This design comes from an exercise in tuning for small area on the open sky130 flow, not from production work. In this exercise RTL edits were held to simulation tests only and were not proved equivalent to the original. Power and IR drop assume default switching activity.

==> design/flow/design.v <==
module Binary_to_BCD(
   input  [6:0] binary,
   output [3:0] Tens,
   output [3:0] Ones
   );
wire [5:0] y = binary[6:1];
wire [2:0] r;
wire [3:0] q;
assign r[0] = (y==6'd1) | (y==6'd3) | (y==6'd6) | (y==6'd8) | (y==6'd11) | (y==6'd13) |
    (y==6'd16) | (y==6'd18) | (y==6'd21) | (y==6'd23) | (y==6'd26) | (y==6'd28) |
    (y==6'd31) | (y==6'd33) | (y==6'd36) | (y==6'd38) | (y==6'd41) | (y==6'd43) |
    (y==6'd46) | (y==6'd48) | (y==6'd51) | (y==6'd53) | (y==6'd56) | (y==6'd58) |
    (y==6'd61) | (y==6'd63);
assign r[1] = (y==6'd2) | (y==6'd3) | (y==6'd7) | (y==6'd8) | (y==6'd12) | (y==6'd13) |
    (y==6'd17) | (y==6'd18) | (y==6'd22) | (y==6'd23) | (y==6'd27) | (y==6'd28) |
    (y==6'd32) | (y==6'd33) | (y==6'd37) | (y==6'd38) | (y==6'd42) | (y==6'd43) |
    (y==6'd47) | (y==6'd48) | (y==6'd52) | (y==6'd53) | (y==6'd57) | (y==6'd58) |
    (y==6'd62) | (y==6'd63);
assign r[2] = (y==6'd4) | (y==6'd9) | (y==6'd14) | (y==6'd19) | (y==6'd24) | (y==6'd29) |
    (y==6'd34) | (y==6'd39) | (y==6'd44) | (y==6'd49) | (y==6'd54) | (y==6'd59);
assign q[0] = (y==6'd5) | (y==6'd6) | (y==6'd7) | (y==6'd8) | (y==6'd9) | (y==6'd15) |
    (y==6'd16) | (y==6'd17) | (y==6'd18) | (y==6'd19) | (y==6'd25) | (y==6'd26) |
    (y==6'd27) | (y==6'd28) | (y==6'd29) | (y==6'd35) | (y==6'd36) | (y==6'd37) |
    (y==6'd38) | (y==6'd39) | (y==6'd45) | (y==6'd46) | (y==6'd47) | (y==6'd48) |
    (y==6'd49) | (y==6'd55) | (y==6'd56) | (y==6'd57) | (y==6'd58) | (y==6'd59);
assign q[1] = (y==6'd10) | (y==6'd11) | (y==6'd12) | (y==6'd13) | (y==6'd14) | (y==6'd15) |
    (y==6'd16) | (y==6'd17) | (y==6'd18) | (y==6'd19) | (y==6'd30) | (y==6'd31) |
    (y==6'd32) | (y==6'd33) | (y==6'd34) | (y==6'd35) | (y==6'd36) | (y==6'd37) |
    (y==6'd38) | (y==6'd39) | (y==6'd60) | (y==6'd61) | (y==6'd62) | (y==6'd63);
assign q[2] = (y==6'd20) | (y==6'd21) | (y==6'd22) | (y==6'd23) | (y==6'd24) | (y==6'd25) |
    (y==6'd26) | (y==6'd27) | (y==6'd28) | (y==6'd29) | (y==6'd30) | (y==6'd31) |
    (y==6'd32) | (y==6'd33) | (y==6'd34) | (y==6'd35) | (y==6'd36) | (y==6'd37) |
    (y==6'd38) | (y==6'd39);
assign q[3] = (y==6'd40) | (y==6'd41) | (y==6'd42) | (y==6'd43) | (y==6'd44) | (y==6'd45) |
    (y==6'd46) | (y==6'd47) | (y==6'd48) | (y==6'd49);
assign Ones = {r, binary[0]};
assign Tens = q;
endmodule
module LCD(
		sys_clk,
		sys_rst_n,
		Num2,
		Num3,
		Num4,
		DIO,
		SCLK,
		RCLK
		);
input sys_clk,sys_rst_n;
input[3:0] Num2;
input[3:0] Num3;
input[3:0] Num4;
output reg DIO;
output reg SCLK;
output reg RCLK;
localparam [18:0] LFSR_RST   = 19'h56192;   
localparam [18:0] LFSR_PAUSE = 19'h2b0c9;   
reg [18:0] lfsr;
reg clk;
wire pause = (lfsr == LFSR_PAUSE);
always @(posedge sys_clk or negedge sys_rst_n) begin
	if(!sys_rst_n) begin
		lfsr <= LFSR_RST;
		clk  <= 1'b0;
	end
	else begin
		lfsr <= {lfsr[17:0], lfsr[18] ^ lfsr[6] ^ pause};
		if (!pause)
			clk <= ~clk;
	end
end
wire lcd_en = !pause && !clk;
function [7:0] lut;
	input [3:0] n;
	lut = n[3] ? (n[1] ? 8'hc6 : n[0] ? 8'h90 : 8'h80) :     
	      n[2] ? (n[1] ? (n[0] ? 8'hf8 : 8'h82) : (n[0] ? 8'h92 : 8'h99)) :
	             (n[1] ? (n[0] ? 8'hb0 : 8'ha4) : (n[0] ? 8'hf9 : 8'hc0));
endfunction
reg [1:0] d;
reg       b;
reg [2:0] k;
reg [1:0] wc;
reg [3:0] dv;      
wire [7:0] seg = lut(dv);
wire dbit = b ? (k == ~{1'b0, d}) : (seg[~k] & !(d == 2'd2 && k == 3'd0));
always @(posedge sys_clk or negedge sys_rst_n) begin
	if(!sys_rst_n) begin
		d  <= 2'd0;
		b  <= 1'b1;
		k  <= 3'd3;
		wc <= 2'd3;
		DIO  <= 1'b0;
		SCLK <= 1'b0;
		RCLK <= 1'b0;
	end
	else if(lcd_en) begin
		if (wc != 2'd3) begin
			DIO <= dbit;
			if (wc == 2'd1) SCLK <= 1'b0;
			if (wc == 2'd2) SCLK <= 1'b1;
			if (wc == 2'd2) begin
				wc <= (k == 3'd7) ? 2'd3 : 2'd0;
				k  <= k + 1'b1;
			end
			else
				wc <= wc + 1'b1;
		end
		else begin
			if (!b || k == 3'd3) begin
				b  <= ~b;
				k  <= 3'd0;
				wc <= 2'd0;
			end
			else
				k <= k + 1'b1;
			if (b && k == 3'd0) RCLK <= 1'b0;
			if (b && k == 3'd1) RCLK <= 1'b1;
			if (b && k == 3'd2) d <= d + 1'b1;
		end
	end
end
always @(posedge sys_clk)
	if (lcd_en && wc == 2'd3 && b && k == 3'd3)
		case (d)
		2'd0: dv <= 4'd10;
		2'd1: dv <= Num2;
		2'd2: dv <= Num3;
		default: dv <= Num4;
		endcase
endmodule
module DS18B20(
  input             clk,                 
  input             rst_n,               
  input             one_wire_in,         
  output            one_wire_oe,         
  output     [15:0] temperature,         
  output reg [7:0]  LED,
  output            DIO,
  output            SCLK,
  output            RCLK
);
reg [25:0] led_lfsr;
wire led_step = (led_lfsr == 26'ha97ac3);
always @(posedge clk, negedge rst_n)
  if (!rst_n) begin
    led_lfsr <= 26'h254bd61;
    LED      <= 8'b10101010;
  end
  else begin
    led_lfsr <= {led_lfsr[24:0], led_lfsr[25] ^ led_lfsr[4] ^ led_step};
    if (led_step)
      LED <= LED + 1'b1;
  end
reg [5:0] div;
wire tick_1us = (div == 6'h0e);
always @(posedge clk, negedge rst_n)
  if (!rst_n)
    div <= 6'h04;
  else
    div <= {div[4:0], div[5] ^ div[4] ^ tick_1us};
localparam KP = 2'd0, KW = 2'd1, K6 = 2'd2, KR = 2'd3;
reg [1:0]  kind;
reg [1:0]  sub;
reg [3:0]  idx;         
reg        ph;          
reg [12:0] cnt;         
reg [12:0] tbuf;        
function hit;
  input [12:0] c;
  input [12:0] k;
  hit = ((c & k) == k);
endfunction
wire [15:0] wword = ph ? 16'hBECC : 16'h44CC;
wire        wb    = wword[idx];
wire        last  = (idx == 4'd15);
wire        slow0 = (kind == KW) && !wb;      
always @(posedge clk, negedge rst_n)
begin
  if (!rst_n)
  begin
    kind        <= KR;           
    sub         <= 2'd3;
    idx         <= 4'd15;
    ph          <= 1'b0;
    cnt         <= 13'd72;
    tbuf        <= 13'h001F;
  end
  else if (tick_1us)
  begin
    cnt <= cnt + 1'b1;
    case (kind)
      KP: case (sub)
            2'd0: sub <= 2'd1;
            2'd1: if (hit(cnt, 502)) sub <= 2'd2;
            2'd2: if (hit(cnt, 605)) begin
                    if (one_wire_in) begin cnt <= 0; sub <= 2'd0; end
                    else sub <= 2'd3;
                  end
            2'd3: if (hit(cnt, 1007)) begin kind <= KW; cnt <= 0; sub <= 2'd0; end
          endcase
      K6: if (one_wire_in || ((idx & 4'hB) == 4'hB && sub[0] && ph && hit(cnt, 13'h11B1))) begin    
            kind <= KP; cnt <= 0; sub <= 2'd0; idx <= 4'd0; ph <= 1'b1;
          end
          else if (cnt == 13'h1FFF) begin
            ph <= ~ph;
            if (ph) begin
              sub <= sub + 1'b1;
              if (sub == 2'd3)
                idx <= idx + 1'b1;
            end
          end
      default:   
          case (sub)
            2'd0: if (!slow0 || cnt[0]) sub <= 2'd1;
            2'd1: if (slow0 ? hit(cnt, 82) : cnt[1])
                    sub <= (kind == KR) ? 2'd2 : 2'd3;
            2'd2: if (hit(cnt, 14)) begin
                    case (idx)
                      4'd0:  tbuf[0]  <= one_wire_in;
                      4'd1:  tbuf[1]  <= one_wire_in;
                      4'd2:  tbuf[2]  <= one_wire_in;
                      4'd3:  tbuf[3]  <= one_wire_in;
                      4'd4:  tbuf[4]  <= one_wire_in;
                      4'd5:  tbuf[5]  <= one_wire_in;
                      4'd6:  tbuf[6]  <= one_wire_in;
                      4'd7:  tbuf[7]  <= one_wire_in;
                      4'd8:  tbuf[8]  <= one_wire_in;
                      4'd9:  tbuf[9]  <= one_wire_in;
                      4'd10: tbuf[10] <= one_wire_in;
                      4'd12: tbuf[12] <= one_wire_in;
                      default: ;
                    endcase
                    sub <= 2'd3;
                  end
            2'd3: if (kind == KR ? (last ? hit(cnt, 72) : hit(cnt, 71))
                                 : (last ? hit(cnt, 84) : hit(cnt, 83))) begin
                    idx <= idx + 1'b1;
                    cnt <= 0;
                    sub <= 2'd0;
                    if (last) begin
                      if (kind == KR) kind <= KP;
                      else begin
                        kind <= ph ? KR : K6;
                        ph   <= 1'b0;      
                      end
                    end
                  end
          endcase
    endcase
  end
end
assign one_wire_oe = (sub == 2'd1) && (kind != K6);
wire [3:0] lo = tbuf[3:0];
assign temperature[3:0]   = ((lo>=10)?(lo-4'd10):lo)>>1;
Binary_to_BCD U_Binary_to_BCD_1(.binary(tbuf[10:4]),
                                .Tens(temperature[11:8]),
                                .Ones(temperature[7:4])
                                );
assign temperature[15:12] = {3'b000, tbuf[12]};    
LCD U_LCD_1(
    .sys_clk(clk),
    .sys_rst_n(rst_n),
    .Num2(temperature[3:0]),
    .Num3(temperature[7:4]),
    .Num4(temperature[11:8]),
    .DIO(DIO),
    .SCLK(SCLK),
    .RCLK(RCLK)
    );
endmodule
==> design/flow/flow/run.sh <==
#!/bin/bash
# Layout flow: the standard layout (standard.sh) with three changes.
# 1. Synthesis skips ORFS's adder extraction (extract_fa, which also turns
#    the XOR/AND pairs of decoders into half-adder cells that ABC cannot
#    optimise). ABC maps with area-oriented scripts instead of the speed
#    script: deep AIG resynthesis (&deepsyn) then area-only mapping (&nf -a).
#    It is run from the same netlist with the eight scripts flow/area_N.abc
#    (deepsyn seeds 0..7) and the mapping with the smallest cell area is
#    kept. The registers are the same as in the standard synthesis.
# 2. Ports are buffered with buf_1 cells (buffer_ports -buffer_cell).
# 3. Clock tree synthesis uses clkbuf_8 buffers and inserts no dummy loads
#    (CTS's skew-balancing load cells); its other options are ORFS's.
# Logs: flow_synth.log (script generation), standard_flow.log (make), and
# ORFS's per-step logs under orfs/logs/ (1_2_yosys.log lists each ABC run's
# area).
set -euo pipefail
W=$(cd "$(dirname "${BASH_SOURCE[0]}")/.." && pwd)
cd "$W"
mkdir -p "$W/flow_synth"
python3 - "$W" > "$W/flow_synth.log" 2>&1 <<'P'
import os, sys
w = sys.argv[1]
src = open(os.path.join(os.environ["FLOW_HOME"], "scripts", "synth.tcl")).read()
old = '[dont_use_adder_kinds] ne "none"\n}'
assert src.count(old) == 1, "adder step not found"
src = src.replace(old, '[dont_use_adder_kinds] ne "none" && 0\n}')
abc = "  log_cmd abc {*}$abc_args\n"
assert src.count(abc) == 1, "abc call not found"
multi = """  design -save my_pre_abc
  set my_best 1e30
  foreach my_s {0 1 2 3 4 5 6 7} {
    design -load my_pre_abc
    set my_args $abc_args
    lset my_args 1 %s/flow/area_$my_s.abc
    log_cmd abc {*}$my_args
    set my_out [tee -q -s result.string stat {*}$lib_args]
    if { ![regexp {Chip area for module [^:]*: ([0-9.]+)} $my_out -> my_a] } {
      error "no area from stat"
    }
    puts "ABC run $my_s: area $my_a"
    if { $my_a < $my_best } {
      set my_best $my_a
      design -save my_best
    }
  }
  design -load my_best
  puts "kept ABC mapping with area $my_best"
""" % w
src = src.replace(abc, multi)
open(os.path.join(w, "flow_synth", "synth.tcl"), "w").write(src)
b = open(os.path.join(w, "synth_recipe.tcl")).read()
line = "source $::env(SCRIPTS_DIR)/synth.tcl"
assert b.count(line) == 1, "synth_recipe.tcl changed"
b = b.replace(line, "source %s/flow_synth/synth.tcl" % w)
open(os.path.join(w, "flow_synth", "synth_recipe.tcl"), "w").write(b)
print("synthesis scripts written")
P
bash standard.sh SYNTH_SCRIPT="$W/flow_synth/synth_recipe.tcl" \
  BUFFER_PORTS_ARGS="-buffer_cell sky130_fd_sc_hd__buf_1" \
  CTS_ARGS="-sink_clustering_enable -repair_clock_nets -buf_list sky130_fd_sc_hd__clkbuf_8 -dont_use_dummy_load" \
  finish > "$W/standard_flow.log" 2>&1
==> design/flow/flow/area_0.abc <==
&get -n
&st
&deepsyn -J 300 -T 3000 -S 0
&nf -a -R 1000
&put
==> design/flow/flow/area_1.abc <==
&get -n
&st
&deepsyn -J 300 -T 3000 -S 1
&nf -a -R 1000
&put
==> design/flow/flow/area_2.abc <==
&get -n
&st
&deepsyn -J 300 -T 3000 -S 2
&nf -a -R 1000
&put
==> design/flow/flow/area_3.abc <==
&get -n
&st
&deepsyn -J 300 -T 3000 -S 3
&nf -a -R 1000
&put
==> design/flow/flow/area_4.abc <==
&get -n
&st
&deepsyn -J 300 -T 3000 -S 4
&nf -a -R 1000
&put
==> design/flow/flow/area_5.abc <==
&get -n
&st
&deepsyn -J 300 -T 3000 -S 5
&nf -a -R 1000
&put
==> design/flow/flow/area_6.abc <==
&get -n
&st
&deepsyn -J 300 -T 3000 -S 6
&nf -a -R 1000
&put
==> design/flow/flow/area_7.abc <==
&get -n
&st
&deepsyn -J 300 -T 3000 -S 7
&nf -a -R 1000
&put
==> design/flow/standard.sh <==
#!/bin/bash
# synth_recipe.tcl (not shown) runs the flow's synth.tcl, then flattens the netlist and writes it again
# the make line also repeats each setting of config.mk as NAME=value (left out here)
make -C /OpenROAD-flow-scripts/flow DESIGN_CONFIG=/design/flow/config.mk WORK_HOME=/design/flow/orfs CLKGATE_MAP_FILE= SYNTH_SCRIPT=/design/flow/synth_recipe.tcl "${@:-finish}"
==> design/flow/config.mk <==
export PLATFORM = sky130hd
export DESIGN_NAME = DS18B20
export DESIGN_NICKNAME = DS18B20
export VERILOG_FILES = /design/flow/design.v
export SDC_FILE = /design/flow/constraint.sdc
export NUM_CORES = 4
export LEC_CHECK = 0
export CAP_MARGIN = 0
export CORE_MARGIN = 2
export CORE_UTILIZATION = 40
export SLEW_MARGIN = 0
==> design/flow/constraint.sdc <==
create_clock -name core_clock -period 20.0 [get_ports {clk}]
set_input_delay 4.0000 -clock core_clock [delete_from_list [all_inputs] [get_ports {clk}]]
set_output_delay 4.0000 -clock core_clock [all_outputs]
set_load 0.01 [all_outputs]
==> flow_summary.json <==
{
  "outcome": "timing/DRC/antenna clean",
  "grt_pass1_vias": 3148,
  "grt_pass1_wl_um": 14800,
  "yosysTopAreaCellShare_pct": 32.0,
  "cts-resized-gates": 0,
  "worstSetupStartpointType": "register",
  "synth_cells": 435,
  "postCtsSetupBuffers": 0,
  "slew-limit-headroom_pct": 36.0,
  "tightestPinTransition_ps": 958,
  "peakVddDrop_v": 0.0000320,
  "grt_usage_pct": 14.6,
  "cts_root_buf": "clkbuf_8",
  "syn_area_sq_um": 4610,
  "clock-sinks": 108,
  "final_common_cell": "dfrtp_1",
  "grt_overflow_total": 0,
  "start_util_pct": 40.8,
  "hp-class": "reg2reg",
  "ys_ff_latch": 108,
  "ys_top_cells_by_area": "dfrtp_1 (32%), dfstp_2 (26%), nor2_1 (4.2%)",
  "dr_total_vias": 3270,
  "grt_max_degree": 76,
  "maxSlewViolCount": 0,
  "end_kind": "output port",
  "die_area_sq_um": 12400,
  "hpwlAfterDp_um": 6040,
  "cpPeakStageDelay_ps": 430,
  "drc_errors": 0,
  "yosysSeqAreaShare_pct": 60.2,
  "maxCapViolCount": 0,
  "holdPathStages": 0,
  "synth_ff_type": "dfrtp_1",
  "dp_slack_ps": 13690,
  "antenna_cells": 0,
  "critPathSlowestCell": "dfrtp_1",
  "final.setup.tns_ps": 0,
  "path_common_cell": "nor3b_1",
  "period_share_pct": 32.2,
  "layout-drive-gt1-share_pct": 11.9,
  "cts.path.max_buffers": 2,
  "place.gp.congestion": 0.898,
  "setup_viol_count_final": 0,
  "rows": 39,
  "layout_common_cells": "dfrtp_1 (59), nor2_1 (52), dfstp_2 (45), nand2_1 (43), o21ai_0 (27)",
  "grt_setup_unrepaired": "no",
  "powerDensity_nw_per_um2": 65.3,
  "wl_per_cell_um": 14.0,
  "finalWorstSetupSlack_ps": 13570,
  "synth_area_leader_cell": "dfrtp_1",
  "path_clk_slew_ps": 110,
  "vias_per_cell": 5.34,
  "clk_latency_ps": 360,
  "antenna_found_initial": 0,
  "ant_nets": 0,
  "cts_tree": "built",
  "wl_um": 8590,
  "fin_worst_skew_ps": 35.4,
  "async_flop_share_pct": 96.3,
  "leakage_nw": 1.94,
  "layout.nets": 474,
  "fp.coreArea_sq_um": 11300,
  "crit_type": "reg2out",
  "post_synth_num_cell_types": 52,
  "worstPathRequired_ps": 16000,
  "synth-edff-count": 4,
  "ys.warnings.count": 2,
  "die_h_um": 111,
  "cts-hold-fix-buffers": 0,
  "syn_area_per_cell_sq_um": 10.6,
  "htreeDepth": 3,
  "ff2ff_path_depth": 14,
  "fmax_ghz": 0.155,
  "cts_inserted_buffers": 9,
  "area_growth_syn_to_layout_pct": 8.35,
  "finalHoldViolCount": 0,
  "die_w_um": 111,
  "portBuffers": 26,
  "drt_iter0_markers": 243,
  "io_pins": 31,
  "crit_fanout": 6,
  "min_period_ps": 6430,
  "dr.pass1.iters": 4,
  "crit_arrival_ps": 2430,
  "path_cells": "nand2_1 -> a21oi_1 -> nor3b_1 -> nor3b_1 -> a221o_1 -> xor2_1 -> buf_1"
}
==> path summary, 6_finish.rpt <==
check | endpoint | startpoint | slack, ps
min in group asynchronous | U_LCD_1.RCLK | rst_n | 3580
worst min-delay path | led_lfsr[13] | led_lfsr[12] | 340
worst max register to register | idx[3] | div[2] | 15780
worst min register to register | led_lfsr[13] | led_lfsr[12] | 340
max in group asynchronous | div[5] | rst_n | 15160
worst max-delay path | temperature[8] | tbuf[10] | 13570
==> cell families after synthesis <==
family	synth area share [%]
AOI/OAI and AO/OA	12.2
xor gates and xnor gates	3.99
buffers and inverters	1.95
DFF	60.2
muxes	0.732
other	0.0813
and+or+nand+nor	20.9
==> synth_stat cells (4+ instances only) <==
| cell type | instances |
|---|---|
| nor2b_1 | 6 |
| dfstp_2 | 45 |
| nand3_1 | 16 |
| and3_1 | 6 |
| and2_0 | 4 |
| nand3b_1 | 4 |
| buf_4 | 5 |
| a21oi_1 | 26 |
| nor3_1 | 21 |
| nand2b_1 | 10 |
| nor2_1 | 52 |
| edfxtp_1 | 4 |
| nand4_1 | 6 |
| clkinv_1 | 14 |
| nor4_1 | 4 |
| o21ai_0 | 27 |
| xor2_1 | 7 |
| a31oi_1 | 7 |
| nand2_1 | 43 |
| dfrtp_1 | 59 |
| xnor2_1 | 14 |
| or3_1 | 6 |
| nand4b_1 | 4 |
==> layout make-up <==
cell class	count	area, sq um
clock buffers	9	124
fillers	1079	6320
inverters	14	52.6
flip-flops and latches	108	2780
multi-input cells	311	1760
well taps	143	179
repair buffers	27	109
==> per-stage QoR <==
| stage | total power (W) | area (sq um) | std cells | utilization [%] | hold WS [ps] |
|---|---|---|---|---|---|
| 2_1_floorplan | 0.000225 | 4630 | 438 | - | 345 |
| 3_3_place_gp | 0.000228 | 4880 | 603 | 43.1 | 353 |
| 3_5_place_dp | 0.000229 | 4880 | 603 | 43.1 | 355 |
| 4_1_cts | 0.000332 | 5000 | 612 | 44.2 | 347 |
| 5_1_grt | 0.000342 | 5000 | 612 | 44.2 | 354 |
| 6_report | 0.000326 | 5000 | 612 | 44.2 | 344 |
==> registers in the layout (all words and copies together) (netlist names), 3 cells and up <==
signal / count
led_lfsr: 26
U_LCD_1.dv: 4
U_LCD_1.lfsr: 19
cnt: 13
idx: 4
U_LCD_1.k: 3
tbuf: 11
LED: 8
div: 6
==> report_power, final <==
| group | internal (W) | switching (W) | leakage [nW] | total [W] |
|---|---|---|---|---|
| clock | 0.0000406 | 0.0000614 | 0.0647 | 0.000102 |
| combinational | 0.000000317 | 0.00000442 | 0.633 | 0.00000474 |
| sequential | 0.000220 | 0 | 1.24 | 0.000220 |
==> per-layer routing <==
layer	GRT usage (%)	share of wire (%)
met1	20.8	50
met4	4.94	1.2
met5	0	0
met3	3.92	4.1
met2	21.7	44
==> worst max-delay path, delay by kind of cell, from the launching register on <==
kind,cells,cell delay [ps]
DFF,1,430
xor gates and xnor gates,1,220
and+or+nand+nor,3,530
AOI/OAI and AO/OA,2,710
buffers and inverters,1,180

[what the ideal ports hide]
Ports are ideal in the flow. The routed layout listed here was re-timed in OpenROAD.
Step 1, drivers: a clkbuf_16 drives clk and a buf_2 each remaining input, both assumed.
Step 2, shift: input delay + t, output delay - t, t = (earliest + latest rising clock arrival at the registers) / 2. This alone moves slack from input paths to output paths.
Three values: ideal ports, drivers, drivers and shift; two values: the first two.
t (ns): 0.381
setup WS [ns]: 13.569 / 13.536 / 13.622
worst hold slack (ns): 0.344 / 0.344 / 0.344
After both steps this run still meets setup and hold. For this run, drivers alone change the setup slack by -0.033 ns; drivers and shift together by +0.053 ns.
